From an optimization exercise on the open Yosys and OpenROAD flow, aimed at small area; shortcuts taken in it are not production practice.
Function was checked by simulation only, so behaviour that the tests miss may differ from the original.
No activity file was given, so power comes from the tool's default toggle rates.

--- flow/run.sh ---
#!/bin/bash
# synth_recipe.tcl (not shown) runs the flow's synth.tcl, then flattens the netlist and writes it again
# the make line also repeats each setting of config.mk as NAME=value (left out here)
make -C /OpenROAD-flow-scripts/flow DESIGN_CONFIG=/design/flow/config.mk WORK_HOME=/design/flow/orfs CLKGATE_MAP_FILE= SYNTH_SCRIPT=/design/flow/synth_recipe.tcl finish
--- flow/config.mk ---
export PLATFORM = sky130hd
export DESIGN_NAME = diodController
export DESIGN_NICKNAME = diodController
export VERILOG_FILES = /design/flow/design.v
export SDC_FILE = /design/flow/constraint.sdc
export NUM_CORES = 4
export LEC_CHECK = 0
export CAP_MARGIN = 20
export CORE_MARGIN = 2
export CORE_UTILIZATION = 40
export SLEW_MARGIN = 20
--- flow/constraint.sdc ---
create_clock -name core_clock -period 20.0 [get_ports {clk}]
set_input_delay 4.0000 -clock core_clock [delete_from_list [all_inputs] [get_ports {clk}]]
set_output_delay 4.0000 -clock core_clock [all_outputs]
set_load 0.01 [all_outputs]
--- flow/design.v ---
module noise_latch (
    input  wire clk,
    input  wire reset,
    input  wire noise_in,
    output wire noise_out
);
    assign noise_out = noise_in;
endmodule
module mode_profile (
    input  [1:0]  mode,
    output reg [15:0] window_send_time,
    output reg [15:0] window_increase_time,
    output reg [15:0] window_pause_time,
    output reg [15:0] window_listen_time,
    output reg [7:0]  num_windows,
    output reg lfd_disable_before,
    output reg lfd_enable_after,
    output reg calibration_mode,
    output reg pause_action_required
);
localparam MODE_ENABLE    = 2'b00;
localparam MODE_CALIBRATE = 2'b01;
parameter CLK_FREQ_MHZ = 50;
parameter real DELAY_30mcrs = 30.0;
parameter real DELAY_350mcrs = 350.0;
parameter real DELAY_115mcrs = 115.0;
parameter real DELAY_5mcrs   = 5.0;
localparam integer DELAY_30  = DELAY_30mcrs  * CLK_FREQ_MHZ;
localparam integer DELAY_350 = DELAY_350mcrs * CLK_FREQ_MHZ;
localparam integer DELAY_115 = DELAY_115mcrs * CLK_FREQ_MHZ;
localparam integer DELAY_5   = DELAY_5mcrs   * CLK_FREQ_MHZ;
always @(*) begin
    case (mode)
        MODE_ENABLE: begin
            window_send_time     = DELAY_30;
            window_increase_time = DELAY_350;
            window_pause_time    = DELAY_5;
            window_listen_time   = DELAY_115;
            num_windows          = 3;
            lfd_disable_before     = 0;
            lfd_enable_after       = 0;
            calibration_mode       = 0;
            pause_action_required  = 0;
        end
        MODE_CALIBRATE: begin
            window_send_time     = DELAY_30;
            window_increase_time = DELAY_350;
            window_pause_time    = DELAY_5;
            window_listen_time   = DELAY_115;
            num_windows          = 20;
            lfd_disable_before     = 1;  
            lfd_enable_after       = 1; 
            calibration_mode       = 1;
            pause_action_required  = 1;
        end
        default: begin
            window_send_time     = 16'd0;
            window_increase_time = 16'd0;
            window_pause_time    = 16'd0;
            window_listen_time   = 16'd0;
            num_windows          = 8'd0;
            lfd_disable_before     = 0;
            lfd_enable_after       = 0;
            calibration_mode       = 0;
            pause_action_required  = 0;
        end
    endcase
end
endmodule
module spi_module(
    input clk,         
    input reset,       
    input start,       
    input [7:0] data,  
    output reg SCLK,  
    output reg MOSI,  
    output reg SS     
);
    parameter CLKS_PER_HALF_BIT = 2;   
    reg [7:0] clk_counter;
    reg [2:0] bit_index;  
    reg [7:0] tx_data;
    reg tx_active;
    always @(posedge clk or posedge reset) begin
        if (reset) begin
            SCLK <= 0;
            MOSI <= 0;
            SS <= 1;
            clk_counter <= 0;
            bit_index <= 0;
            tx_active <= 0;
        end else begin
            if (start && !tx_active) begin
                tx_active <= 1;
                SS <= 0;         
                tx_data <= data;  
                bit_index <= 7;   
                clk_counter <= 0;
                MOSI <= data[7];  
                SCLK <= 0;       
            end 
            else if (tx_active) begin
                clk_counter <= clk_counter + 1;
                if (clk_counter == CLKS_PER_HALF_BIT - 1) begin
                    SCLK <= ~SCLK;
                    clk_counter <= 0;
                    if (SCLK) begin
                        if (bit_index > 0) begin
                            bit_index <= bit_index - 1;
                            MOSI <= tx_data[bit_index - 1];
                        end else begin
                            tx_active <= 0;
                            SS <= 1;    
                            MOSI <= 0;
                        end
                    end
                end
            end
        end
    end
endmodule
module counter(
    input         clk,
    input         reset,
    input         start,
    input         noise_valid,
    output reg [7:0] voltage,
    output reg    spi_start,
    output reg    varu,
    output [1:0]  debug_window_count,
    output reg [2:0] debug_state
);
parameter IDLE       = 0;
parameter INIT       = 1;
parameter TRANSMIT   = 2;
parameter INCREASE   = 3;
parameter PAUSE      = 4;
parameter CHECK_NOISE = 5;
parameter CALIBRATE  = 6;
reg [2:0] state;
reg [15:0] timer;
reg [1:0] noise_check_count;
reg [1:0] window_count;
reg       noise_heard_in_window;
reg       prev_noise_valid;
reg [15:0] global_noise_count;
reg       prev_noise_heard_in_window;
assign debug_window_count = window_count;
wire [1:0] mode = 2'b00;   
wire [15:0] window_send_time;
wire [15:0] window_increase_time;
wire [15:0] window_pause_time;
wire [15:0] window_listen_time;
wire [7:0]  num_windows;
wire        lfd_disable_before;
wire        lfd_enable_after;
wire        calibration_mode;
wire        pause_action_required;
mode_profile profile_inst (
    .mode(mode),
    .window_send_time(window_send_time),
    .window_increase_time(window_increase_time),
    .window_pause_time(window_pause_time),
    .window_listen_time(window_listen_time),
    .num_windows(num_windows),
    .lfd_disable_before(lfd_disable_before),
    .lfd_enable_after(lfd_enable_after),
    .calibration_mode(calibration_mode),
    .pause_action_required(pause_action_required)
);
always @(posedge clk or posedge reset) begin
    if (reset) begin
        state <= IDLE;
        voltage <= 8'h00;
        timer <= 0;
        noise_check_count <= 0;
        spi_start <= 0;
        noise_heard_in_window <= 0;
        window_count <= 0;
        prev_noise_valid <= 0;
        prev_noise_heard_in_window <= 0;
        debug_state <= IDLE;
        varu <= 1;
    end else begin
        varu <= 0;
        spi_start <= 0;
        debug_state <= state;
        case (state)
            IDLE: begin
                if (start) begin
                    state <= INIT;
                    voltage <= 8'h00;
                end
            end
            INIT: begin
                timer <= 0;
                if (timer >= 3) begin
                    timer <= 0;
                    state <= TRANSMIT;
                end else begin
                    timer <= timer + 1;
                end
            end
            TRANSMIT: begin
                spi_start <= 1;
                if (timer >= window_send_time - 1) begin
                    spi_start <= 0;
                    timer <= 0;
                    state <= INCREASE;
                end else begin
                    timer <= timer + 1;
                end
            end
            INCREASE: begin
                if (timer >= window_increase_time - 1) begin
                    if (!prev_noise_heard_in_window) begin
                        voltage <= voltage + 1;
                    end
                    timer <= 0;
                    state <= PAUSE;
                end else begin
                    timer <= timer + 1;
                end
            end
            PAUSE: begin
                if (timer >= window_pause_time - 1) begin
                    timer <= 0;
                    state <= CHECK_NOISE;
                end else begin
                    timer <= timer + 1;
                end
            end
            CHECK_NOISE: begin
                spi_start <= 0;
                if (timer == 0) begin
                    noise_heard_in_window <= 0;
                    noise_check_count <= 0;
                end
                if (noise_valid) begin
                    noise_check_count <= noise_check_count + 1;
                    global_noise_count <= global_noise_count + 1;
                    noise_heard_in_window <= 1;
                end
                if (timer < window_listen_time - 1) begin
                    timer <= timer + 1;
                end else begin
                    timer <= 0;
                    if (noise_heard_in_window) begin
                        window_count <= window_count + 1;
                    end else begin
                        window_count <= 0;
                    end
                    prev_noise_heard_in_window <= noise_heard_in_window;
                    if (window_count >= num_windows) begin
                        varu <= 1;
                        state <= CALIBRATE;
                    end else begin
                        state <= TRANSMIT;
                    end
                end
            end
            CALIBRATE: begin
                varu <= 1;
            end
        endcase
    end
end
endmodule
module diodController(
    input clk,
    input reset,
    input start,
    input noise_valid,
    output spi_mosi,
    output spi_clk,
    output spi_ss,
    output [7:0] debug_voltage,
    output spi_start,
    output varu,
    output [1:0] debug_window_count,
    output [2:0] debug_state ,
		output 	 debug_noise_valid_filter
);
    wire [7:0] voltage;
    wire spi_start_int;
    wire varu_int;
    wire [1:0] debug_window_count_internal;
    wire [2:0] debug_state_internal; 
		wire noise_valid_filter;
	  noise_latch latch (
        .clk(clk),
        .reset(reset),
        .noise_in(noise_valid),
        .noise_out(noise_valid_filter)
    );
assign debug_noise_valid_filter = noise_valid_filter;
    counter cnt (
        .clk(clk),
        .reset(reset),
        .start(start),
        .noise_valid(noise_valid_filter),
        .voltage(voltage),
        .spi_start(spi_start_int),
        .varu(varu_int),
        .debug_window_count(debug_window_count_internal),
        .debug_state(debug_state_internal)  
    );
    spi_module spi (
        .clk(clk),
        .reset(reset),
        .start(spi_start_int),
        .data(voltage),
        .MOSI(spi_mosi),
        .SCLK(spi_clk),
        .SS(spi_ss)
    );
    assign debug_voltage = voltage;
    assign spi_start = spi_start_int;
    assign varu = varu_int;
    assign debug_window_count = debug_window_count_internal;
    assign debug_state = debug_state_internal; 
endmodule
==> results of run 1 <==
==> sequential cells by signal, summed over array words and instances (netlist names), 2 cells and up <==
signal            cells
cnt.debug_state       3
cnt.state             3
cnt.timer            16
cnt.voltage           8
cnt.window_count      2
spi.bit_index         3
spi.clk_counter       8
spi.tx_data           8
==> layer usage <==
layer  vias up  routed length (um)  GRT usage, %  part of all wire, %
li1       1262                   -             -                    -
met1      1261                3520         22.64                   49
met2        31                3371         27.35                   47
met3         9                 195         4.901                  2.7
met4         0                  87         6.280                  1.2
met5         -                   0             0                    0
==> final cells by class <==
cell class | count | area share, %
repair buffers | 23 | 6.328
clock buffers | 12 | 4.087
inverters | 12 | 1.187
flip-flops and latches | 59 | 40.01
clock inverters | 4 | 1.318
multi-input cells | 247 | 43.61
well taps | 105 | 3.461
==> synth_stat cells, drive strengths merged (3+ instances only) <==
cell / count / area (um2)
a211o: 4 / 35.03
xnor2: 3 / 26.28
dfrtp: 49 / 1226
clkbuf: 3 / 11.26
o22ai: 4 / 25.02
xor2: 8 / 70.07
a2111oi: 3 / 51.30
a21oi: 10 / 50.05
inv: 12 / 45.04
and4: 3 / 28.78
or3: 11 / 78.82
and3: 6 / 38.79
o21ai: 28 / 147.6
nand2b: 7 / 43.79
ha: 9 / 112.6
o211ai: 5 / 42.54
o21bai: 3 / 22.52
nor2: 27 / 103.9
nand3: 17 / 85.08
nor3: 8 / 51.30
nand2: 35 / 131.4
nand4: 10 / 92.59
nor4: 4 / 40.04
nor2b: 3 / 18.77
and2: 5 / 31.28
buf: 13 / 98.84
edfxtp: 8 / 240.2
==> metrics by stage <==
stage | power (mW) | setup slack, ns | std cells
CTS | 0.5312 | 10.99 | 462
detailed placement | 0.4170 | 10.99 | 446
floorplan | 0.3553 | 11.88 | 334
global placement | 0.4133 | 10.99 | 445
global route | 0.5650 | 10.95 | 462
finish | 0.5248 | 10.99 | 462
==> logic make-up after synthesis <==
| logic type | synth area share, % |
|---|---|
| muxes | 2.630 |
| xor gates and xnor gates | 2.894 |
| AOI/OAI and AO/OA | 16.39 |
| adders and majority gates | 3.382 |
| buffers and inverters | 4.660 |
| and+or+nand+nor | 24.43 |
| DFF | 45.62 |
==> where the power goes <==
part / internal, mW / switching [mW] / total, mW
combinational: 0.0911 / 0.135 / 0.226
sequential: 0.149 / 0.0389 / 0.188
clock: 0.0641 / 0.0470 / 0.111
==> worst paths after layout <==
path                                                            startpoint                                         end  slack, ns  depth (start not counted)
worst max-delay path                                           noise_valid                    debug_noise_valid_filter      10.99                          2
worst min-delay path            cnt.prev_noise_heard_in_window$_DFFE_PP0P_  cnt.prev_noise_heard_in_window$_DFFE_PP0P_       0.50                          1
worst max register to register                    cnt.timer[0]$_DFFE_PP0P_                   cnt.timer[14]$_DFFE_PP0P_      17.12                          7
worst min register to register  cnt.prev_noise_heard_in_window$_DFFE_PP0P_  cnt.prev_noise_heard_in_window$_DFFE_PP0P_       0.50                          1
max in group asynchronous                                            reset                          spi.SS$_DFFE_PP1P_      15.36                          3
min in group asynchronous                                            reset                spi.bit_index[0]$_DFFE_PP0P_       4.04                          2
==> results.toml, run 1 <==
[clock_network]
cts_setup_buffers = 0
cts_hold_buf = 0
htree_num_levels = 3
cts_resized = 0
ctsRootBufferMaster = "clkbuf_8"
cts_tree = "built"
clkLatencyLatePin_ns = 0.34
cts.path.max_buffers = 2
clk_pin_slew_worst_paths_ns = 0.07
cts_sinks = 59
cts_made_buffers = 9

[logic_synthesis]
synth_cells = 334
ys_seq_area_share_pct = 45.62
ys_seq_elements = 59
synth_area_um2 = 3329
ys_types = 68
avgSynthCellArea_um2 = 9.968
synth_ff_type = "dfrtp_1"
yosys_warnings = 7
syn_nets = 347
synthArstFlopShare_pct = 86.44
synth_edf_count = 8

[global_routing]
antenna_found_initial = 0
gr-total-overflow = 0
grt_pass1_vias = 2434
grt_pass1_wl_um = 11960
grt_util_all_layers_pct = 17.30
grt_start_max_net_pins = 30

[setup_path]
critPathBufInv = 2
cp_top_family = "buffers and inverters"
slowest_stage = "clkdlybuf4s50_1"
slowest_delay_ns = 0.54
arrival_ns = 5.01
crit_type = "in2out"
end_kind = "output port"
startpoint_type = "input pin"
crit_chain = "clkdlybuf4s50_1 -> clkdlybuf4s50_1"
cp_max_fo = 2
crit_required_ns = 16.00
cp_common_cell = "clkdlybuf4s50_1"

[routing]
viasPerCell = 5.548
postRouteAntennaNets = 0
first_iter_violations = 127
via_count = 2563
post_drt_wl_per_cell_um = 15.53
routed_wl_um = 7175
drtPass1Iterations = 4
drc = 0

[timing]
finalHoldViolations = 0
post-route-period-util_pct = 45.06
max_freq_mhz = 111.0
fin_skew_ns = 0.006700
rsz0062_at_grt = "false"
slew_violations = 0
slew_headroom_pct = 32.39
setup_viol = 0
tightest_slew_ns = 1.000
holdWs_ns = 0.5034
tns_ns = 0
period_minus_slack_ns = 9.013

[pwr]
p_leak_nw = 1.559
power.density_nw_per_um2 = 138.2
vdd.ir_drop.worst_uv = 74.07

[die]
die_height_um = 95.24
start_util_pct = 40.93
dieArea_um2 = 9070
die_w_um = 95.24
floorplan.core_area_um2 = 8134
io_pins = 23
num_rows = 33

[finish]
multi_input_area_um2 = 1655
final_common_cell = "dfrtp_1"
area_growth_pct = 14.02
design_area_um2 = 3796
n_fill_cell = 762
most-common-layout-cells = "dfrtp_1 (49), nand2_1 (35), nor2_1 (26), clkdlybuf4s50_1 (22), nand3_1 (17)"
post-route-util_pct = 46.67
fin_nets = 365
seqCellArea_um2 = 1519
n_antenna_cell = 0
drive_gt1_share_pct = 11.48

[run]
cap_violations = 0

[placed_design]
io_buffers = 22
dpl_cell_area_um2 = 3591
gp_congestion = 0.8079
detailed_place_hpwl_um = 5032

[run_status]
outcome = "finished clean"

[hold_path]
hp-class = "reg2reg"
==> inputs of run 2 (changes only) <==
==> flow/design.v (replaced) <==
module noise_latch (
    input  wire clk,
    input  wire reset,
    input  wire noise_in,
    output wire noise_out
);
    assign noise_out = noise_in;
endmodule
module diodController(
    input clk,
    input reset,
    input start,
    input noise_valid,
    output spi_mosi,
    output spi_clk,
    output spi_ss,
    output [7:0] debug_voltage,
    output spi_start,
    output varu,
    output [1:0] debug_window_count,
    output [2:0] debug_state,
    output debug_noise_valid_filter
);
    localparam [2:0] IDLE        = 3'd0;
    localparam [2:0] INIT        = 3'd1;
    localparam [2:0] TRANSMIT    = 3'd2;
    localparam [2:0] INCREASE    = 3'd3;
    localparam [2:0] PAUSE       = 3'd4;
    localparam [2:0] CHECK_NOISE = 3'd5;
    localparam [2:0] CALIBRATE   = 3'd6;
    wire noise;
    noise_latch latch (
        .clk(clk),
        .reset(reset),
        .noise_in(noise_valid),
        .noise_out(noise)
    );
    assign debug_noise_valid_filter = noise;
    reg [2:0] state;
    reg [2:0] prev_state;
    reg       just_reset;
    reg [7:0] voltage;
    reg [1:0] window_count;
    reg       noise_heard;
    reg [5:0] lo;
    reg [9:0] hi;
    wire s_idle  = state == IDLE;
    wire s_init  = state == INIT;
    wire s_tx    = state == TRANSMIT;
    wire s_inc   = state == INCREASE;
    wire s_pause = state == PAUSE;
    wire s_check = state == CHECK_NOISE;
    wire p_tx    = prev_state == TRANSMIT;
    wire end_init  = lo[5] & lo[1];
    wire end_tx    = hi[5] & hi[3] & hi[2] & hi[1] & lo[3] & lo[2];
    wire end_inc   = hi[9] & hi[5] & hi[1] & lo[3];
    wire end_pause = hi[2] & hi[1] & hi[0] & lo[4] & lo[3];
    wire end_check = hi[7] & hi[5] & hi[4] & hi[1] & hi[0] & lo[4] & lo[2];
    wire to_tx     = (s_init & end_init) | (s_check & end_check & ~&window_count);
    wire to_inc    = s_tx & end_tx;
    wire to_pause  = s_inc & end_inc;
    wire to_check  = s_pause & end_pause;
    wire to_calib  = s_check & end_check & &window_count;
    wire load      = s_idle | to_tx | to_pause | to_check;
    wire       wrap   = lo[5] & s_tx;
    wire       carry  = &lo[4:0];
    wire [4:0] lo_inc = wrap ? lo[4:0] : lo[4:0] + 5'd1;
    wire       lo5    = carry | (lo[5] & ~s_tx);
    wire       hi_up  = wrap | (lo[5] & carry);
    always @(posedge clk) begin
        if (load) begin
            hi <= 10'd0;
            lo <= 6'd31;
        end else begin
            hi <= to_inc ? 10'd0 : hi + {9'd0, hi_up};
            lo <= {lo5, lo_inc};
        end
        noise_heard <= noise | (noise_heard & prev_state == CHECK_NOISE);
    end
    always @(posedge clk or posedge reset) begin
        if (reset) begin
            state <= IDLE;
            prev_state <= IDLE;
            just_reset <= 1'b1;
            voltage <= 8'h00;
            window_count <= 2'd0;
        end else begin
            just_reset <= 1'b0;
            prev_state <= state;
            if (s_idle & start) state <= INIT;
            if (to_tx)    state <= TRANSMIT;
            if (to_inc)   state <= INCREASE;
            if (to_pause) state <= PAUSE;
            if (to_check) state <= CHECK_NOISE;
            if (to_calib) state <= CALIBRATE;
            if (to_pause & window_count == 2'd0) voltage <= voltage + 8'd1;
            if (s_check & end_check)
                window_count <= noise_heard ? window_count + 2'd1 : 2'd0;
        end
    end
    wire active = ~lo[5] & (p_tx | s_inc);
    assign spi_ss    = ~active;
    assign spi_clk   = active & lo[1];
    assign spi_mosi  = active & voltage[~lo[4:2]];
    assign spi_start = s_tx & p_tx;
    assign varu      = just_reset | (state == CALIBRATE);
    assign debug_voltage      = voltage;
    assign debug_window_count = window_count;
    assign debug_state        = prev_state;
endmodule
==> flow/flow/run.sh (new file) <==
#!/bin/bash
set -euo pipefail
export BUFFER_PORTS_ARGS="-buffer_cell sky130_fd_sc_hd__buf_1"
export CTS_ARGS="-sink_clustering_enable -repair_clock_nets -dont_use_dummy_load"
bash standard.sh > standard.log 2>&1
==> flow/standard.sh (new file) <==
#!/bin/bash
# synth_recipe.tcl (not shown) runs the flow's synth.tcl, then flattens the netlist and writes it again
# the make line also repeats each setting of config.mk as NAME=value (left out here)
make -C /OpenROAD-flow-scripts/flow DESIGN_CONFIG=/design/flow/config.mk WORK_HOME=/design/flow/orfs CLKGATE_MAP_FILE= SYNTH_SCRIPT=/design/flow/synth_recipe.tcl "${@:-finish}"
removed: flow/run.sh
==> results.toml, run 2 <==
[run_status]
outcome = "finished clean"

[clock_network]
clk_pin_slew_worst_paths_ns = 0.08
ctsRootBufferMaster = "clkbuf_8"
cts_sinks = 34
clkLatencyLatePin_ns = 0.29
cts_resized = 0
cts_hold_buf = 0
htree_num_levels = 2
cts.path.max_buffers = 2
cts_made_buffers = 5
cts_setup_buffers = 0
cts_tree = "built"

[setup_path]
r2r_slack_ns = 17.48
reg2reg_depth = 7
r2r-end = "hi[9]$_SDFF_PP0_"
slowest_delay_ns = 0.17
end_kind = "output port"
crit_chain = "buf_1 -> buf_1"
critPathLaunch = "noise_valid"
critPathCapture = "debug_noise_valid_filter"
cp_top_family = "buffers and inverters"
cp_max_fo = 2
crit_required_ns = 16.00
cp_num_cells = 2
slowest_stage = "buf_1"
startpoint_type = "input pin"
timing.rr.start = "state[1]$_DFFE_PP0P_"
critPathBufInv = 2
cp_common_cell = "buf_1"
crit_type = "in2out"
arrival_ns = 4.25

[placed_design]
gp_congestion = 0.8789
placedCellCount = 237
detailed_place_hpwl_um = 2615
dp_slack_ns = 11.74
io_buffers = 22

[finish]
layout.cells.non_filler = 242
fin_nets = 203
post-route-util_pct = 43.94
area_growth_pct = 6.875
largest_reg_flops = 10
final_common_cell = "buf_1"
top_regs = "hi (10), voltage (8), lo (6)"
drive_gt1_share_pct = 9.474
n_antenna_cell = 0
n_fill_cell = 417
most-common-layout-cells = "buf_1 (22), dfxtp_1 (17), dfrtp_1 (16), nand2_1 (14)"
regMostFlops = "hi"

[timing]
fin_skew_ns = 0.02932
post-route-period-util_pct = 41.27
slew_violations = 0
setup_viol = 0
tightest_slew_ns = 0.8449
finalHoldViolations = 0
setup_slack_ns = 11.75
holdWs_ns = 0.4991
slew_headroom_pct = 43.67
tns_ns = 0
max_freq_mhz = 121.2
period_minus_slack_ns = 8.253
rsz0062_at_grt = "false"

[routing]
drc = 0
viasPerCell = 5.471
via_count = 1324
first_iter_violations = 44
drtPass1Iterations = 4
routed_wl_um = 3512
postRouteAntennaNets = 0
post_drt_wl_per_cell_um = 14.51

[die]
die_w_um = 70.44
num_rows = 24
dieArea_um2 = 4961
start_util_pct = 41.11
floorplan.core_area_um2 = 4294
die_height_um = 70.44
io_pins = 23

[logic_synthesis]
ys_top_cells_by_count = "dfxtp_1 (17), dfrtp_1 (16), nand2_1 (14)"
synth_top_cell_by_area = "dfrtp_1"
ys_seq_area_share_pct = 43.44
avgSynthCellArea_um2 = 10.15
syn_nets = 185
synth_most_common_cell = "dfxtp_1"
yosys.area.top_type_share_pct = 22.68
synthArstFlopShare_pct = 50.00
synth_ff_type = "dfxtp_1"
yosys_warnings = 1
ys_seq_elements = 34
synth_edf_count = 0
ys_types = 49
synth_cells = 174
ys_top_cells_by_area = "dfrtp_1 (23%), dfxtp_1 (19%), ha_1 (5.0%), xor2_1 (5.0%), xnor2_1 (4.0%)"
synth_area_um2 = 1765

[pwr]
p_comb_share_pct = 25.7
power.density_nw_per_um2 = 103.1
netSwitchingPower_mw = 0.06604
p_int_mw = 0.1286
p_clk_share_pct = 22.4
swShare_pct = 33.93
p_leak_nw = 0.8162
power_frac_seq_pct = 51.9
vdd.ir_drop.worst_uv = 41.52

[global_routing]
grt_util_all_layers_pct = 15.55
grt_util_met2_pct = 26.83
met3_usage_pct = 4.329
grt_busiest_layer = "met2"
gr-total-overflow = 0
global_route.usage.met1_pct = 18.79
grt_pass1_wl_um = 6134
antenna_found_initial = 0
grt_pass1_vias = 1316
grt_start_max_net_pins = 18

[run]
cap_violations = 0

[hold_path]
hold_depth = 1
hold_start = "voltage[7]$_DFFE_PP0P_"
hp-class = "reg2reg"
==> run 2: layout make-up <==
type / instances / area (um2) / area share (%)
Clock buffer: 5 / 68.82 / 3.647
Inverter: 9 / 33.78 / 1.790
Timing Repair Buffer: 22 / 82.58 / 4.377
Sequential cell: 34 / 767.0 / 40.65
Tap cell: 52 / 65.06 / 3.448
Multi-Input combinational cell: 120 / 869.6 / 46.09
==> run 2: per-stage QoR <==
stage | total power, mW | area [um2]
3_5_place_dp | 0.1529 | 1818
5_1_grt | 0.2100 | 1887
3_3_place_gp | 0.1503 | 1818
2_1_floorplan | 0.1435 | 1765
4_1_cts | 0.1975 | 1887
6_report | 0.1946 | 1887
==> run 2: how the worst min path moves through the flow <==
stage / end
floorplan: prev_state[2]$_DFF_PP0_
global placement: voltage[7]$_DFFE_PP0P_
detailed placement: voltage[7]$_DFFE_PP0P_
CTS: voltage[7]$_DFFE_PP0P_
global route: voltage[7]$_DFFE_PP0P_
finish: voltage[7]$_DFFE_PP0P_
==> run 2: power by group through the flow <==
stage                     clock network, mW  logic [mW]  registers, mW
after CTS                            0.0456      0.0511          0.101
after global placement                    0      0.0485          0.102
after global routing                 0.0489      0.0580          0.103
after detailed placement                  0      0.0506          0.102
final                                0.0436      0.0501          0.101
after floorplan                           0      0.0512         0.0922
==> run 2: per-layer routing <==
metal | share of wire, % | vias to the layer above | wire length [um]
met5 | 0 | - | 0
met4 | 1.3 | 0 | 44
met3 | 3.7 | 5 | 129
met2 | 51 | 21 | 1776
met1 | 44 | 648 | 1562
li1 | - | 650 | -
==> run 2: cells by family (layout without fill, tap and decap cells) <==
kind of cell	count (synthesis)	count (layout)	share of synthesized area, %
adder cells (fa/ha/maj)	7	7	4.961
AND/OR/NAND/NOR	75	75	24.95
buffers and inverters	20	36	7.299
AO/OA/AOI/OAI	14	14	5.883
flip-flops	34	34	43.44
multiplexers	5	5	4.323
other	1	1	0.2124
XOR/XNOR	18	18	8.930
==> inputs of run 3 (changes only) <==
==> flow/flow/run.sh (replaced) <==
#!/bin/bash
set -euo pipefail
export BUFFER_PORTS_ARGS="-buffer_cell sky130_fd_sc_hd__buf_1"
export CTS_ARGS="-sink_clustering_enable -repair_clock_nets -dont_use_dummy_load"
export RECOVER_POWER=100
bash standard.sh > standard.log 2>&1
==> results.toml, run 3 <==
[run_status]
outcome = "finished clean"

[logic_synthesis]
synthArstFlopShare_pct = 50.00
synth_cells = 174
syn_nets = 185
ys_top_cells_by_count = "dfxtp_1 (17), dfrtp_1 (16), nand2_1 (14)"
synth_ff_type = "dfxtp_1"
ys_seq_area_share_pct = 43.44
synth_most_common_cell = "dfxtp_1"
avgSynthCellArea_um2 = 10.15
ys_top_cells_by_area = "dfrtp_1 (23%), dfxtp_1 (19%), ha_1 (5.0%), xor2_1 (5.0%), xnor2_1 (4.0%)"
synth_area_um2 = 1765
yosys_warnings = 1
ys_seq_elements = 34
ys_types = 49
synth_edf_count = 0
synth_top_cell_by_area = "dfrtp_1"
yosys.area.top_type_share_pct = 22.68

[pwr]
vdd.ir_drop.worst_uv = 41.44
power_mw = 0.1939
power.density_nw_per_um2 = 103.2
p_comb_share_pct = 25.5
p_int_mw = 0.1280
p_clk_share_pct = 22.5
power_frac_seq_pct = 52.0
p_leak_nw = 0.8152
netSwitchingPower_mw = 0.06588
swShare_pct = 33.98

[clock_network]
cts_sinks = 34
cts_made_buffers = 5
cts_hold_buf = 0
cts_resized = 0
htree_num_levels = 2
clk_pin_slew_worst_paths_ns = 0.08
cts_setup_buffers = 0
ctsRootBufferMaster = "clkbuf_8"
clkLatencyLatePin_ns = 0.29
cts_tree = "built"
cts.path.max_buffers = 2

[hold_path]
hp-class = "reg2reg"
hold_start = "voltage[7]$_DFFE_PP0P_"

[setup_path]
critPathLaunch = "noise_valid"
arrival_ns = 4.25
cp_top_family = "buffers and inverters"
crit_required_ns = 16.00
timing.rr.start = "state[1]$_DFFE_PP0P_"
cp_common_cell = "buf_1"
crit_type = "in2out"
slowest_stage = "buf_1"
startpoint_type = "input pin"
slowest_delay_ns = 0.17
cp_max_fo = 2
crit_chain = "buf_1 -> buf_1"
r2r_slack_ns = 17.45
critPathBufInv = 2
end_kind = "output port"

[routing]
drtPass1Iterations = 4
drc = 0
routed_wl_um = 3525
post_drt_wl_per_cell_um = 14.57
viasPerCell = 5.492
first_iter_violations = 48
postRouteAntennaNets = 0
via_count = 1329

[timing]
tns_ns = 0
max_freq_mhz = 121.2
tightest_slew_ns = 0.8429
finalHoldViolations = 0
slew_violations = 0
fin_skew_ns = 0.02971
rsz0062_at_grt = "false"
slew_headroom_pct = 43.80
post-route-period-util_pct = 41.27
period_minus_slack_ns = 8.253
setup_viol = 0
setup_slack_ns = 11.75

[placed_design]
dp_slack_ns = 11.74
gp_congestion = 0.8789
io_buffers = 22
detailed_place_hpwl_um = 2615

[die]
dieArea_um2 = 4961
start_util_pct = 41.11
num_rows = 24
floorplan.core_area_um2 = 4294
io_pins = 23
die_height_um = 70.44
die_w_um = 70.44

[finish]
most-common-layout-cells = "buf_1 (22), dfxtp_1 (17), dfrtp_1 (16), nand2_1 (14)"
regMostFlops = "hi"
largest_reg_flops = 10
top_regs = "hi (10), voltage (8), lo (6)"
post-route-util_pct = 43.76
fin_nets = 203
n_antenna_cell = 0
final_common_cell = "buf_1"
drive_gt1_share_pct = 7.895
area_growth_pct = 6.449
n_fill_cell = 421

[run]
cap_violations = 0

[global_routing]
grt_pass1_vias = 1316
antenna_found_initial = 0
gr-total-overflow = 0
grt_util_all_layers_pct = 15.55
grt_start_max_net_pins = 18
grt_pass1_wl_um = 6134
-- run 3: cell counts after synthesis --
Identical to the previous run, type by type.
-- run 3: final cells by class --
class	instances	area (um2)	share of cell area [%]
Multi-Input combinational cell	120	862.1	45.87
Inverter	9	33.78	1.798
Timing Repair Buffer	22	82.58	4.394
Sequential cell	34	767.0	40.81
Tap cell	52	65.06	3.462
Clock buffer	5	68.82	3.662
-- run 3: worst paths after layout --
path                                                to  depth (start not counted)
max                           debug_noise_valid_filter                          2
min                             voltage[7]$_DFFE_PP0P_                          1
max reg2reg                           hi[9]$_SDFF_PP0_                          7
min reg2reg                     voltage[7]$_DFFE_PP0P_                          1
max in group asynchronous  window_count[0]$_DFFE_PP0P_                          2
min in group asynchronous       voltage[3]$_DFFE_PP0P_                          2
-- run 3: through the flow --
stage | hold slack (ns) | cell area [um2] | cells
3_5_place_dp | 0.4883 | 1818 | 237
5_1_grt | 0.5158 | 1879 | 242
3_3_place_gp | 0.4734 | 1818 | 237
6_report | 0.4991 | 1879 | 242
4_1_cts | 0.4994 | 1887 | 242
2_1_floorplan | 0.3748 | 1765 | 174
-- run 3: power groups by stage --
stage	Clock (mW)	Combinational [mW]	Sequential [mW]
floorplan	0	0.0512	0.0922
global placement	0	0.0485	0.102
detailed placement	0	0.0506	0.102
CTS	0.0456	0.0511	0.101
global route	0.0489	0.0574	0.103
finish	0.0435	0.0495	0.101
-- run 3: kinds of logic after synthesis --
family / share of synthesized area (%)
AND/OR/NAND/NOR: 24.95
flip-flops: 43.44
AO/OA/AOI/OAI: 5.883
buffers and inverters: 7.299
multiplexers: 4.323
adder cells (fa/ha/maj): 4.961
other: 0.2124
XOR/XNOR: 8.930
-- run 3: layer usage --
metal / global-route usage [%] / vias to the layer above / routed length [um]
met5: 0 / - / 0
met3: 4.329 / 5 / 168
met1: 18.79 / 645 / 1534
met2: 26.83 / 32 / 1778
li1: - / 647 / -
met4: 4.487 / 0 / 44
==> inputs of run 4 (changes only) <==
==> flow/flow/run.sh (replaced) <==
#!/bin/bash
set -euo pipefail
export BUFFER_PORTS_ARGS="-buffer_cell sky130_fd_sc_hd__buf_1"
export CTS_ARGS="-sink_clustering_enable -repair_clock_nets -dont_use_dummy_load -buf_list sky130_fd_sc_hd__clkbuf_8 -sink_clustering_size 40 -sink_clustering_max_diameter 300"
bash standard.sh > standard.log 2>&1
==> results.toml, run 4 <==
[placed_design]
dpl_cell_area_um2 = 1818
gp_congestion = 0.8789
io_buffers = 22
detailed_place_hpwl_um = 2615

[global_routing]
grt_util_all_layers_pct = 15.55
grt_pass1_vias = 1316
gr-total-overflow = 0
grt_start_max_net_pins = 18
antenna_found_initial = 0
grt_pass1_wl_um = 6134

[setup_path]
critPathBufInv = 2
arrival_ns = 4.25
cp_max_fo = 2
slowest_stage = "buf_1"
slowest_delay_ns = 0.17
crit_required_ns = 16.00
crit_chain = "buf_1 -> buf_1"
end_kind = "output port"
cp_top_family = "buffers and inverters"
cp_common_cell = "buf_1"
startpoint_type = "input pin"
crit_type = "in2out"

[clock_network]
cts.path.max_buffers = 2
clkLatencyLatePin_ns = 0.29
cts_tree = "built"
cts_made_buffers = 5
ctsRootBufferMaster = "clkbuf_8"
clk_pin_slew_worst_paths_ns = 0.08
cts_resized = 0
cts_sinks = 34
cts_hold_buf = 0
cts_setup_buffers = 0
htree_num_levels = 2

[timing]
rsz0062_at_grt = "false"
tns_ns = 0
max_freq_mhz = 121.2
fin_skew_ns = 0.02932
slew_violations = 0
finalHoldViolations = 0
setup_viol = 0
tightest_slew_ns = 0.8449
post-route-period-util_pct = 41.27
slew_headroom_pct = 43.67
period_minus_slack_ns = 8.253

[routing]
post_drt_wl_per_cell_um = 14.51
routed_wl_um = 3512
wl_met1_um = 1562
via_count = 1324
wl_met2_um = 1776
postRouteAntennaNets = 0
dr.max_layer_used = "met4"
drtPass1Iterations = 4
drc = 0
first_iter_violations = 44
wl_met3_um = 129
viasPerCell = 5.471

[finish]
area_growth_pct = 6.875
design_area_um2 = 1887
fin_nets = 203
n_antenna_cell = 0
final_common_cell = "buf_1"
most-common-layout-cells = "buf_1 (22), dfxtp_1 (17), dfrtp_1 (16), nand2_1 (14)"
drive_gt1_share_pct = 9.474
largest_reg_flops = 10
regMostFlops = "hi"
top_regs = "hi (10), voltage (8), lo (6)"

[logic_synthesis]
synth-simple-area-share_pct = 24.95
synthMuxAreaShare_pct = 4.323
synthArstFlopShare_pct = 50.00
synth_most_common_cell = "dfxtp_1"
ys_top_cells_by_area = "dfrtp_1 (23%), dfxtp_1 (19%), ha_1 (5.0%), xor2_1 (5.0%), xnor2_1 (4.0%)"
synthXorXnorAreaFrac_pct = 8.930
synth_ff_type = "dfxtp_1"
synth_top_cell_by_area = "dfrtp_1"
synth_edf_count = 0
ys_types = 49
synth_top_family_by_area = "simple AND/OR/NAND/NOR gates"
ys_seq_area_share_pct = 43.44
yosys_warnings = 1
ys_top_cells_by_count = "dfxtp_1 (17), dfrtp_1 (16), nand2_1 (14)"
synth_area_um2 = 1765
ys_seq_elements = 34
synth_fa_ha_area_share_pct = 4.961
syn_nets = 185
yosys.area.top_type_share_pct = 22.68
synth_compound_area_share_pct = 5.882
synth_cells = 174
avgSynthCellArea_um2 = 10.15

[die]
num_rows = 24
dieArea_um2 = 4961
die_w_um = 70.44
die_height_um = 70.44
start_util_pct = 41.11
floorplan.core_area_um2 = 4294
io_pins = 23

[run]
cap_violations = 0

[run_status]
outcome = "finished clean"

[pwr]
vdd.ir_drop.worst_uv = 41.52
p_leak_nw = 0.8162
power.density_nw_per_um2 = 103.1

[hold_path]
hp-class = "reg2reg"
-- run 4: cell counts after synthesis --
Identical to the previous run, type by type.
-- run 4: final cells by class --
type | instances | area, um2
inverters | 9 | 33.78
fillers | 417 | 2407
clock buffers | 5 | 68.82
multi-input cells | 120 | 869.6
repair buffers | 22 | 82.58
flip-flops and latches | 34 | 767.0
well taps | 52 | 65.06
-- run 4: metal layers --
metal  global-route usage (%)  vias to the layer above
met1                    18.79                      648
met3                    4.329                        5
met5                        0                        -
li1                         -                      650
met4                    4.487                        0
met2                    26.83                       21
-- run 4: cell families after synthesis --
logic type	count (synthesis)
other cells	1
compound gates	14
mux	5
fa+ha+maj	7
buf+inv	20
xor+xnor	18
flops	34
simple gates	75
-- run 4: worst paths after layout --
kind	start	endpoint	slack [ns]	cells after the start
setup / recovery	noise_valid	debug_noise_valid_filter	11.75	2
hold / removal	voltage[7]$_DFFE_PP0P_	voltage[7]$_DFFE_PP0P_	0.50	1
setup reg to reg	state[1]$_DFFE_PP0P_	hi[9]$_SDFF_PP0_	17.48	7
hold reg to reg	voltage[7]$_DFFE_PP0P_	voltage[7]$_DFFE_PP0P_	0.50	1
max in group asynchronous	reset	window_count[0]$_DFFE_PP0P_	15.81	2
min in group asynchronous	reset	voltage[3]$_DFFE_PP0P_	3.76	2
-- run 4: report_power, final --
| group | leakage (nW) | total, mW | switching (mW) | internal (mW) |
|---|---|---|---|---|
| Combinational | 0.423 | 0.0501 | 0.0250 | 0.0251 |
| Clock | 0.0359 | 0.0436 | 0.0213 | 0.0223 |
| Sequential | 0.357 | 0.101 | 0.0198 | 0.0812 |
-- run 4: per-stage QoR --
stage | utilization (%) | worst slack, ns | power [mW] | instances | hold WS, ns
final | 43.94 | 11.75 | 0.1946 | 242 | 0.4991
after global placement | 42.34 | 11.76 | 0.1503 | 237 | 0.4734
after global routing | 43.94 | 11.74 | 0.2100 | 242 | 0.5158
after CTS | 43.94 | 11.74 | 0.1975 | 242 | 0.4994
after detailed placement | 42.34 | 11.74 | 0.1529 | 237 | 0.4883
after floorplan | - | 11.88 | 0.1435 | 174 | 0.3748
==> inputs of run 5 (changes only) <==
==> flow/run.sh (new file) <==
#!/bin/bash
# synth_recipe.tcl (not shown) runs the flow's synth.tcl, then flattens the netlist and writes it again
# the make line also repeats each setting of config.mk as NAME=value (left out here)
make -C /OpenROAD-flow-scripts/flow DESIGN_CONFIG=/design/flow/config.mk WORK_HOME=/design/flow/orfs CLKGATE_MAP_FILE= SYNTH_SCRIPT=/design/flow/synth_recipe.tcl finish
removed: flow/flow/run.sh
removed: flow/standard.sh
==> results.toml, run 5 <==
[logic_synthesis]
yosys.area.top_type_share_pct = 22.68
synth_ff_type = "dfxtp_1"
avgSynthCellArea_um2 = 10.15
ys_seq_area_share_pct = 43.44
synth_most_common_cell = "dfxtp_1"
ys_seq_elements = 34
synthArstFlopShare_pct = 50.00
synth_cells = 174
ys_top_cells_by_area = "dfrtp_1 (23%), dfxtp_1 (19%), ha_1 (5.0%), xor2_1 (5.0%), xnor2_1 (4.0%)"
synth_edf_count = 0
synth_area_um2 = 1765
syn_nets = 185
ys_types = 49
ys_top_cells_by_count = "dfxtp_1 (17), dfrtp_1 (16), nand2_1 (14)"
yosys_warnings = 1
synth_top_cell_by_area = "dfrtp_1"

[die]
start_util_pct = 41.11
io_pins = 23
num_rows = 24
die_w_um = 70.44
die_height_um = 70.44
dieArea_um2 = 4961
floorplan.core_area_um2 = 4294

[clock_network]
cts.path.max_buffers = 2
cts_setup_buffers = 0
cts_hold_buf = 0
cts_made_buffers = 5
ctsRootBufferMaster = "clkbuf_8"
clkLatencyLatePin_ns = 0.28
cts_sinks = 34
clk_pin_slew_worst_paths_ns = 0.07
cts_tree = "built"
cts_resized = 0
htree_num_levels = 2

[routing]
post_drt_wl_per_cell_um = 15.67
via_count = 1366
first_iter_violations = 57
viasPerCell = 5.576
postRouteAntennaNets = 0
routed_wl_um = 3839
drc = 0
drtPass1Iterations = 4

[timing]
finalHoldViolations = 0
post-route-period-util_pct = 45.17
tns_ns = 0
period_minus_slack_ns = 9.034
tightest_slew_ns = 0.8665
fin_skew_ns = 0.01093
slew_violations = 0
max_freq_mhz = 110.7
slew_headroom_pct = 42.23
setup_viol = 0
rsz0062_at_grt = "false"

[hold_path]
min_delay_worst_endpoint = "voltage[7]$_DFFE_PP0P_"
hold_start = "voltage[7]$_DFFE_PP0P_"
hp-class = "reg2reg"
hold_depth = 1

[global_routing]
antenna_found_initial = 0
grt_util_all_layers_pct = 16.47
gr-total-overflow = 0
grt_start_max_net_pins = 18
grt_pass1_wl_um = 6327
grt_pass1_vias = 1295

[setup_path]
r2r-end = "hi[9]$_SDFF_PP0_"
critPathLaunch = "noise_valid"
timing.rr.start = "state[1]$_DFFE_PP0P_"
cp_max_fo = 2
crit_type = "in2out"
arrival_ns = 5.03
slowest_delay_ns = 0.54
cp_common_cell = "clkdlybuf4s50_1"
reg2reg_depth = 7
crit_chain = "clkdlybuf4s50_1 -> clkdlybuf4s50_1"
cp_num_cells = 2
slowest_stage = "clkdlybuf4s50_1"
startpoint_type = "input pin"
r2r_slack_ns = 17.42
cp_top_family = "buffers and inverters"
critPathBufInv = 2
end_kind = "output port"
crit_required_ns = 16.00

[pwr]
vdd.ir_drop.worst_uv = 39.43
power.density_nw_per_um2 = 107.8
power_mw = 0.2235
p_leak_nw = 0.8924

[finish]
final_common_cell = "clkdlybuf4s50_1"
fin_nets = 203
area_growth_pct = 17.36
n_antenna_cell = 0
largest_reg_flops = 10
top_regs = "hi (10), voltage (8), lo (6)"
regMostFlops = "hi"
drive_gt1_share_pct = 10.36
most-common-layout-cells = "clkdlybuf4s50_1 (22), dfxtp_1 (17), dfrtp_1 (16), nand2_1 (14)"

[run_status]
outcome = "finished clean"

[placed_design]
gp_congestion = 0.8821
io_buffers = 22
detailed_place_hpwl_um = 2728

[run]
cap_violations = 0
run 5: where the power goes:
part / internal [mW] / total [mW] / switching (mW) / leakage (nW)
clock: 0.0406 / 0.0641 / 0.0235 / 0.0585
combinational: 0.0317 / 0.0579 / 0.0262 / 0.477
sequential: 0.0811 / 0.102 / 0.0204 / 0.357
total: 0.153 / 0.223 / 0.0700 / 0.892
run 5: how the worst max path moves through the flow:
stage	end	slack, ns
5_1_grt	debug_noise_valid_filter	10.94
3_3_place_gp	debug_noise_valid_filter	10.99
6_report	debug_noise_valid_filter	10.97
3_5_place_dp	debug_noise_valid_filter	10.97
2_1_floorplan	debug_noise_valid_filter	11.88
4_1_cts	debug_noise_valid_filter	10.96
run 5: worst register-to-register path: stages (launching register included):
cell and delay (ns):
dfrtp_1 0.58, or3b_4 0.47, a21boi_0 0.20, ha_1 0.24, and4_1 0.27, or3b_2 0.47
xor2_1 0.15, nor3_1 0.06
run 5: metal layers:
| layer | vias up | GRT usage (%) | wire length (um) |
|---|---|---|---|
| met5 | - | 0 | 0 |
| met4 | 0 | 5.128 | 48 |
| met3 | 5 | 4.329 | 135 |
| met2 | 30 | 28.62 | 2039 |
| met1 | 682 | 19.73 | 1614 |
| li1 | 649 | - | - |
run 5: final cells by class:
cell class	count	area (um2)
clock inverters	1	30.03
inverters	9	33.78
well taps	52	65.06
multi-input cells	120	869.6
clock buffers	7	86.33
repair buffers	22	220.2
flip-flops and latches	34	767.0
fillers	402	2222
run 5: cell families (layout without fill, tap and decap cells):
kind of cell / after synthesis / in the layout / synth area share [%]
AO/OA/AOI/OAI: 14 / 14 / 5.883
XOR/XNOR: 18 / 18 / 8.930
adder cells (fa/ha/maj): 7 / 7 / 4.961
buffers and inverters: 20 / 39 / 7.299
flip-flops: 34 / 34 / 43.44
multiplexers: 5 / 5 / 4.323
other: 1 / 1 / 0.2124
AND/OR/NAND/NOR: 75 / 75 / 24.95
run 5: through the flow:
| stage | instances | setup WS (ns) | cell area [um2] | util, % | hold WS, ns |
|---|---|---|---|---|---|
| 2_1_floorplan | 174 | 11.88 | 1765 | - | 0.3748 |
| 4_1_cts | 245 | 10.96 | 2072 | 48.25 | 0.5022 |
| 3_5_place_dp | 237 | 10.97 | 1956 | 45.54 | 0.4921 |
| 5_1_grt | 245 | 10.94 | 2072 | 48.25 | 0.5227 |
| 6_report | 245 | 10.97 | 2072 | 48.25 | 0.5087 |
| 3_3_place_gp | 237 | 10.99 | 1956 | 45.54 | 0.4731 |
==> inputs of run 6 (changes only) <==
==> flow/flow/run.sh (new file) <==
#!/bin/bash
# The standard layout, with smaller port buffers, no dummy clock loads,
# and OpenROAD's area restructuring of the logic after floorplan.
set -euo pipefail
here=$(pwd)
export BUFFER_PORTS_ARGS="-buffer_cell sky130_fd_sc_hd__buf_1"
export CTS_ARGS="-sink_clustering_enable -repair_clock_nets -dont_use_dummy_load"
export POST_FLOORPLAN_TCL=$here/flow/rmp.tcl
bash standard.sh > standard.log 2>&1
==> flow/flow/rmp.tcl (new file) <==
# Area recovery on the combinational logic of the standard synthesis
# (registers are left as they are), run at the end of floorplan.
set rmp_lib [lindex $::env(LIB_FILES) 0]
set rmp_dir $::env(OBJECTS_DIR)/rmp
file mkdir $rmp_dir
report_design_area
for {set i 0} {$i < 4} {incr i} {
  restructure -liberty_file $rmp_lib -target area \
    -tielo_port sky130_fd_sc_hd__conb_1/LO -tiehi_port sky130_fd_sc_hd__conb_1/HI \
    -work_dir $rmp_dir
  # Give this pass's tie cells unique names so the next pass can add its own.
  foreach inst [[ord::get_db_block] getInsts] {
    set n [$inst getName]
    if {[string match "rmp_const*" $n]} { $inst rename "rmp${i}_[string range $n 4 end]" }
  }
  report_design_area
}
==> flow/standard.sh (new file) <==
#!/bin/bash
# synth_recipe.tcl (not shown) runs the flow's synth.tcl, then flattens the netlist and writes it again
# the make line also repeats each setting of config.mk as NAME=value (left out here)
make -C /OpenROAD-flow-scripts/flow DESIGN_CONFIG=/design/flow/config.mk WORK_HOME=/design/flow/orfs CLKGATE_MAP_FILE= SYNTH_SCRIPT=/design/flow/synth_recipe.tcl "${@:-finish}"
removed: flow/run.sh
==> results.toml, run 6 <==
[timing]
finalHoldViolations = 0
max_freq_mhz = 121.3
setup_viol = 0
post-route-period-util_pct = 41.21
tns_ns = 0
slew_headroom_pct = 43.72
rsz0062_at_grt = "false"
slew_violations = 0
tightest_slew_ns = 0.8364
fin_skew_ns = 0.01070
period_minus_slack_ns = 8.242

[finish]
area_growth_pct = -4.890
top_regs = "hi (10), voltage (8), lo (6)"
design_area_um2 = 1679
most-common-layout-cells = "clkinv_1 (29), buf_1 (22), nor2_1 (21), dfxtp_1 (17)"
n_antenna_cell = 0
layout.cells.non_filler = 250
regMostFlops = "hi"
largest_reg_flops = 10
fin_nets = 204
final_common_cell = "clkinv_1"
drive_gt1_share_pct = 3.535

[pwr]
p_comb_share_pct = 27.4
netSwitchingPower_mw = 0.06881
power.density_nw_per_um2 = 114.9
power_mw = 0.1929
swShare_pct = 35.67
p_clk_share_pct = 22.6
vdd.ir_drop.worst_uv = 31.59
p_leak_nw = 0.6482
power_frac_seq_pct = 50.0
p_int_mw = 0.1241

[global_routing]
grt_util_all_layers_pct = 12.75
gr-total-overflow = 0
grt_pass1_wl_um = 4912
grt_start_max_net_pins = 18
antenna_found_initial = 0
grt_pass1_vias = 1117

[logic_synthesis]
ys_top_cells_by_count = "dfxtp_1 (17), dfrtp_1 (16), nand2_1 (14)"
synth_top_cell_by_area = "dfrtp_1"
ys_types = 49
synth_ff_type = "dfxtp_1"
avgSynthCellArea_um2 = 10.15
syn_nets = 185
ys_seq_elements = 34
synth_most_common_cell = "dfxtp_1"
yosys.area.top_type_share_pct = 22.68
ys_top_cells_by_area = "dfrtp_1 (23%), dfxtp_1 (19%), ha_1 (5.0%), xor2_1 (5.0%), xnor2_1 (4.0%)"
synthArstFlopShare_pct = 50.00
synth_area_um2 = 1765
synth_edf_count = 0
yosys_warnings = 1
ys_seq_area_share_pct = 43.44
synth_cells = 174

[routing]
routed_wl_um = 2901
first_iter_violations = 70
post_drt_wl_per_cell_um = 11.60
via_count = 1225
viasPerCell = 4.900
drc = 0
postRouteAntennaNets = 0
drtPass1Iterations = 4

[setup_path]
cp_common_cell = "buf_1"
crit_required_ns = 16.00
crit_chain = "buf_1 -> buf_1"
r2r_slack_ns = 17.59
critPathBufInv = 2
cp_max_fo = 2
slowest_delay_ns = 0.15
crit_type = "in2out"
cp_top_family = "buffers and inverters"
timing.rr.start = "lo[3]$_SDFFE_PP1P_"
end_kind = "output port"
startpoint_type = "input pin"
slowest_stage = "buf_1"
arrival_ns = 4.24
r2r-end = "voltage[7]$_DFFE_PP0P_"
reg2reg_depth = 13

[die]
floorplan.core_area_um2 = 4294
start_util_pct = 41.11
num_rows = 24
die_w_um = 70.44
die_height_um = 70.44
io_pins = 23
dieArea_um2 = 4961

[hold_path]
hold_depth = 2
hp-class = "reg2reg"
hold_start = "hi[6]$_SDFF_PP0_"
min_delay_worst_endpoint = "hi[6]$_SDFF_PP0_"

[run]
cap_violations = 0

[clock_network]
cts_made_buffers = 5
ctsRootBufferMaster = "clkbuf_8"
clk_pin_slew_worst_paths_ns = 0.05
cts_resized = 0
cts.path.max_buffers = 2
cts_setup_buffers = 0
cts_hold_buf = 0
htree_num_levels = 2
cts_sinks = 34
clkLatencyLatePin_ns = 0.28
cts_tree = "built"

[placed_design]
io_buffers = 22
gp_congestion = 0.8210
dpl_cell_area_um2 = 1610
detailed_place_hpwl_um = 2215
placedCellCount = 245

[run_status]
outcome = "finished clean"
==> run 6: cell counts after synthesis <==
Identical to the previous run, type by type.
==> run 6: cells by family after synthesis <==
kind of cell,count (synthesis),synth area share [%]
AO/OA/AOI/OAI,14,5.883
XOR/XNOR,18,8.930
adder cells (fa/ha/maj),7,4.961
buffers and inverters,20,7.299
flip-flops,34,43.44
multiplexers,5,4.323
other,1,0.2124
AND/OR/NAND/NOR,75,24.95
==> run 6: power groups by stage <==
stage          clock [mW]  sequential [mW]  combinational [mW]
2_1_floorplan           0           0.0922              0.0512
3_3_place_gp            0           0.0978              0.0529
3_5_place_dp            0           0.0981              0.0530
4_1_cts            0.0459           0.0967              0.0535
5_1_grt            0.0481           0.0991              0.0614
6_report           0.0435           0.0965              0.0529
==> run 6: stage by stage <==
step           hold slack (ns)  utilization, %  setup slack (ns)
4_1_cts                 0.4381           39.10             11.75
5_1_grt                 0.4576           39.10             11.73
3_5_place_dp            0.4300           37.50             11.75
3_3_place_gp            0.4243           37.50             11.76
2_1_floorplan           0.3748               -             11.88
6_report                0.4342           39.10             11.76
==> run 6: how the worst max path moves through the flow <==
| stage | startpoint | end | slack [ns] | cells past startpoint |
|---|---|---|---|---|
| 3_5_place_dp | noise_valid | debug_noise_valid_filter | 11.75 | 2 |
| 3_3_place_gp | noise_valid | debug_noise_valid_filter | 11.76 | 2 |
| 2_1_floorplan | noise_valid | debug_noise_valid_filter | 11.88 | 1 |
| 6_report | noise_valid | debug_noise_valid_filter | 11.76 | 2 |
| 5_1_grt | noise_valid | debug_noise_valid_filter | 11.73 | 2 |
| 4_1_cts | noise_valid | debug_noise_valid_filter | 11.75 | 2 |
==> run 6: routing by layer <==
layer  vias to the layer above  wire length (um)  global-route usage, %
li1                        653                 -                      -
met3                         4               140                  4.906
met1                       544              1446                  15.81
met5                         -                 0                      0
met4                         0                43                  5.128
met2                        24              1270                  19.81
==> run 6: layout make-up <==
class | count | area, um2
fill | 451 | 2615
clock buffer | 5 | 68.82
timing repair buffer | 23 | 90.09
inverter | 29 | 108.9
sequential | 34 | 767.0
tap | 52 | 65.06
multi-input combinational | 107 | 579.3
==> inputs of run 7 (changes only) <==
--- a/flow/design.v
+++ b/flow/design.v
@@ -43,7 +43,7 @@
     reg [1:0] window_count;
     reg       noise_heard;
     reg [5:0] lo;
-    reg [9:0] hi;
+    reg [8:0] hi;
     wire s_idle  = state == IDLE;
     wire s_init  = state == INIT;
     wire s_tx    = state == TRANSMIT;
@@ -53,9 +53,9 @@
     wire p_tx    = prev_state == TRANSMIT;
     wire end_init  = lo[5] & lo[1];
     wire end_tx    = hi[5] & hi[3] & hi[2] & hi[1] & lo[3] & lo[2];
-    wire end_inc   = hi[9] & hi[5] & hi[1] & lo[3];
-    wire end_pause = hi[2] & hi[1] & hi[0] & lo[4] & lo[3];
-    wire end_check = hi[7] & hi[5] & hi[4] & hi[1] & hi[0] & lo[4] & lo[2];
+    wire end_inc   = hi[8] & hi[4] & hi[0] & lo[5] & lo[3];
+    wire end_pause = hi[2] & lo[4] & lo[3];
+    wire end_check = hi[6] & hi[4] & hi[3] & hi[1] & lo[4] & lo[2];
     wire to_tx     = (s_init & end_init) | (s_check & end_check & ~&window_count);
     wire to_inc    = s_tx & end_tx;
     wire to_pause  = s_inc & end_inc;
@@ -65,14 +65,14 @@
     wire       wrap   = lo[5] & s_tx;
     wire       carry  = &lo[4:0];
     wire [4:0] lo_inc = wrap ? lo[4:0] : lo[4:0] + 5'd1;
-    wire       lo5    = carry | (lo[5] & ~s_tx);
+    wire       lo5    = s_tx ? carry : carry ^ lo[5];
     wire       hi_up  = wrap | (lo[5] & carry);
     always @(posedge clk) begin
         if (load) begin
-            hi <= 10'd0;
+            hi <= 9'd0;
             lo <= 6'd31;
         end else begin
-            hi <= to_inc ? 10'd0 : hi + {9'd0, hi_up};
+            hi <= to_inc ? 9'd0 : hi + {8'd0, hi_up};
             lo <= {lo5, lo_inc};
         end
         noise_heard <= noise | (noise_heard & prev_state == CHECK_NOISE);
@@ -98,7 +98,7 @@
                 window_count <= noise_heard ? window_count + 2'd1 : 2'd0;
         end
     end
-    wire active = ~lo[5] & (p_tx | s_inc);
+    wire active = ~lo[5] & (p_tx | (s_inc & ~|hi));
     assign spi_ss    = ~active;
     assign spi_clk   = active & lo[1];
     assign spi_mosi  = active & voltage[~lo[4:2]];
==> results.toml, run 7 <==
[pwr]
swShare_pct = 37.79
p_leak_nw = 0.6549
p_int_mw = 0.1253
power_frac_seq_pct = 45.3
netSwitchingPower_mw = 0.07612
power.density_nw_per_um2 = 120.7
p_comb_share_pct = 33.2
power_mw = 0.2014
p_clk_share_pct = 21.5
vdd.ir_drop.worst_uv = 55.82

[timing]
rsz0062_at_grt = "false"
finalHoldViolations = 0
holdWs_ns = 0.4547
max_freq_mhz = 121.2
slew_headroom_pct = 46.15
post-route-period-util_pct = 41.26
setup_slack_ns = 11.75
tightest_slew_ns = 0.8004
fin_skew_ns = 0.006257
period_minus_slack_ns = 8.253
slew_violations = 0
tns_ns = 0
setup_viol = 0

[setup_path]
cp_num_cells = 2
slowest_delay_ns = 0.16
slowest_stage = "buf_1"
end_kind = "output port"
startpoint_type = "input pin"
critPathBufInv = 2
cp_common_cell = "buf_1"
cp_max_fo = 2
r2r-end = "hi[8]$_SDFF_PP0_"
crit_chain = "buf_1 -> buf_1"
reg2reg_depth = 11
crit_required_ns = 16.00
r2r_slack_ns = 17.27
arrival_ns = 4.25
timing.rr.start = "lo[4]$_SDFFE_PP1P_"
crit_type = "in2out"
cp_top_family = "buffers and inverters"

[clock_network]
cts_sinks = 33
cts_hold_buf = 0
cts_tree = "built"
clkLatencyLatePin_ns = 0.28
cts.path.max_buffers = 2
htree_num_levels = 2
cts_setup_buffers = 0
cts_resized = 0
ctsRootBufferMaster = "clkbuf_8"
cts_made_buffers = 5
clk_pin_slew_worst_paths_ns = 0.05

[finish]
regMostFlops = "hi"
final_common_cell = "clkinv_1"
n_antenna_cell = 0
post-route-util_pct = 41.43
multi_input_area_um2 = 599.3
fin_nets = 199
n_fill_cell = 435
drive_gt1_share_pct = 3.627
area_growth_pct = -1.258
layout.cells.non_filler = 243
top_regs = "hi (9), voltage (8), lo (6)"
most-common-layout-cells = "clkinv_1 (27), nor2_1 (23), buf_1 (22), dfxtp_1 (16), dfrtp_1 (16)"
largest_reg_flops = 9
seqCellArea_um2 = 747.0
design_area_um2 = 1669

[logic_synthesis]
ys_seq_elements = 33
yosys.area.top_type_share_pct = 23.69
syn_nets = 183
yosys_warnings = 1
synth_area_um2 = 1690
ys_types = 47
ys_top_cells_by_count = "dfrtp_1 (16), dfxtp_1 (16), nand3_1 (16), nand2_1 (14), nor2_1 (13)"
synth_cells = 171
synth_ff_type = "dfxtp_1"
synth_edf_count = 0
synthArstFlopShare_pct = 51.52
ys_top_cells_by_area = "dfrtp_1 (24%), dfxtp_1 (19%), ha_1 (5.9%), xor2_1 (5.7%), nand3_1 (4.7%)"
synth_top_cell_by_area = "dfrtp_1"
ys_seq_area_share_pct = 44.19
avgSynthCellArea_um2 = 9.885

[hold_path]
hp-class = "reg2reg"
hold_depth = 0
min_delay_worst_endpoint = "prev_state[1]$_DFF_PP0_"
hold_start = "state[1]$_DFFE_PP0P_"

[global_routing]
grt_start_max_net_pins = 18
antenna_found_initial = 0
gr-total-overflow = 0
grt_pass1_vias = 1098
grt_util_all_layers_pct = 13.03
grt_pass1_wl_um = 5050

[placed_design]
io_buffers = 22
placedCellCount = 238
gp_congestion = 0.8727
detailed_place_hpwl_um = 2321
dp_slack_ns = 11.75
dpl_cell_area_um2 = 1600

[die]
die_height_um = 69.01
dieArea_um2 = 4762
start_util_pct = 41.96
io_pins = 23
die_w_um = 69.01
floorplan.core_area_um2 = 4029
num_rows = 23

[routing]
first_iter_violations = 51
routed_wl_um = 3048
post_drt_wl_per_cell_um = 12.54
postRouteAntennaNets = 0
viasPerCell = 5.177
drc = 0
via_count = 1258
drtPass1Iterations = 4

[run]
cap_violations = 0

[run_status]
outcome = "finished clean"
[run 7: layer usage]
layer / track usage (%) / wire length (um) / vias to the layer above
met5: 0 / 0 / -
met4: 4.575 / 46 / 0
met3: 3.947 / 148 / 5
met2: 18.16 / 1223 / 32
met1: 18.96 / 1630 / 574
li1: - / - / 647
[run 7: cell type report]
class / count / area share [%]
clock buffer: 5 / 4.123
inverter: 27 / 6.072
multi-input combinational: 105 / 35.91
sequential: 33 / 44.75
tap: 50 / 3.748
timing repair buffer: 23 / 5.397
[run 7: power groups by stage]
stage | combinational [mW] | clock, mW | sequential (mW)
detailed placement | 0.0663 | 0 | 0.0926
floorplan | 0.00100 | 0 | 0.0680
finish | 0.0668 | 0.0434 | 0.0913
global placement | 0.0666 | 0 | 0.0926
CTS | 0.0670 | 0.0457 | 0.0912
global route | 0.0745 | 0.0473 | 0.0939
[run 7: worst max path at each step]
stage	startpoint	end	slack, ns
after detailed placement	noise_valid	debug_noise_valid_filter	11.75
after global placement	noise_valid	debug_noise_valid_filter	11.76
after global routing	noise_valid	debug_noise_valid_filter	11.73
after CTS	noise_valid	debug_noise_valid_filter	11.75
after floorplan	noise_valid	debug_noise_valid_filter	11.88
final	noise_valid	debug_noise_valid_filter	11.75
[run 7: kinds of logic (layout without fill, tap and decap cells)]
group | count (synthesis) | in the layout | share of synthesized area (%)
adder cells (fa/ha/maj) | 8 | 0 | 5.922
multiplexers | 4 | 0 | 3.923
AO/OA/AOI/OAI | 16 | 40 | 7.033
buffers and inverters | 16 | 55 | 4.219
AND/OR/NAND/NOR | 76 | 64 | 25.69
other | 1 | 1 | 0.2218
flip-flops | 33 | 33 | 44.19
XOR/XNOR | 17 | 0 | 8.808

==> afterwards: timing with drivers on the ports <==
The results above use ideal ports. As a check the final layouts listed here were re-extracted and re-timed, cells and wires unchanged. Step 1: set_driving_cell puts a clkbuf_16 on clk and a buf_2 on each other input, an assumption about the parent block. Step 2 also shifts input and output timing later by t, the mid clock arrival at the registers, as if the neighbouring blocks saw the same clock. Slacks: ideal ports / drivers / drivers and shift; pairs: ideal ports / drivers.
run	t, ns	slack for setup (ns)	worst setup path at the end	slew at the worst register clock pin (ns)	worst data-port slew with drivers (ns)
run 1	0.365	10.987 / 10.965 / 10.965	input to output	0.07 / 0.07	0.03
run 2	0.301	11.747 / 11.720 / 11.720	input to output	0.08 / 0.08	0.03
run 3	0.300	11.747 / 11.720 / 11.720	input to output	0.08 / 0.08	0.03
run 4	0.301	11.747 / 11.720 / 11.720	input to output	0.08 / 0.08	0.03
run 5	0.304	10.966 / 10.942 / 10.942	input to output	0.07 / 0.07	0.03
run 6	0.303	11.758 / 11.735 / 11.735	input to output	0.07 / 0.07	0.03
run 7	0.301	11.747 / 11.725 / 11.725	input to output	0.06 / 0.06	0.03
After both steps setup and hold are still met in every run listed.
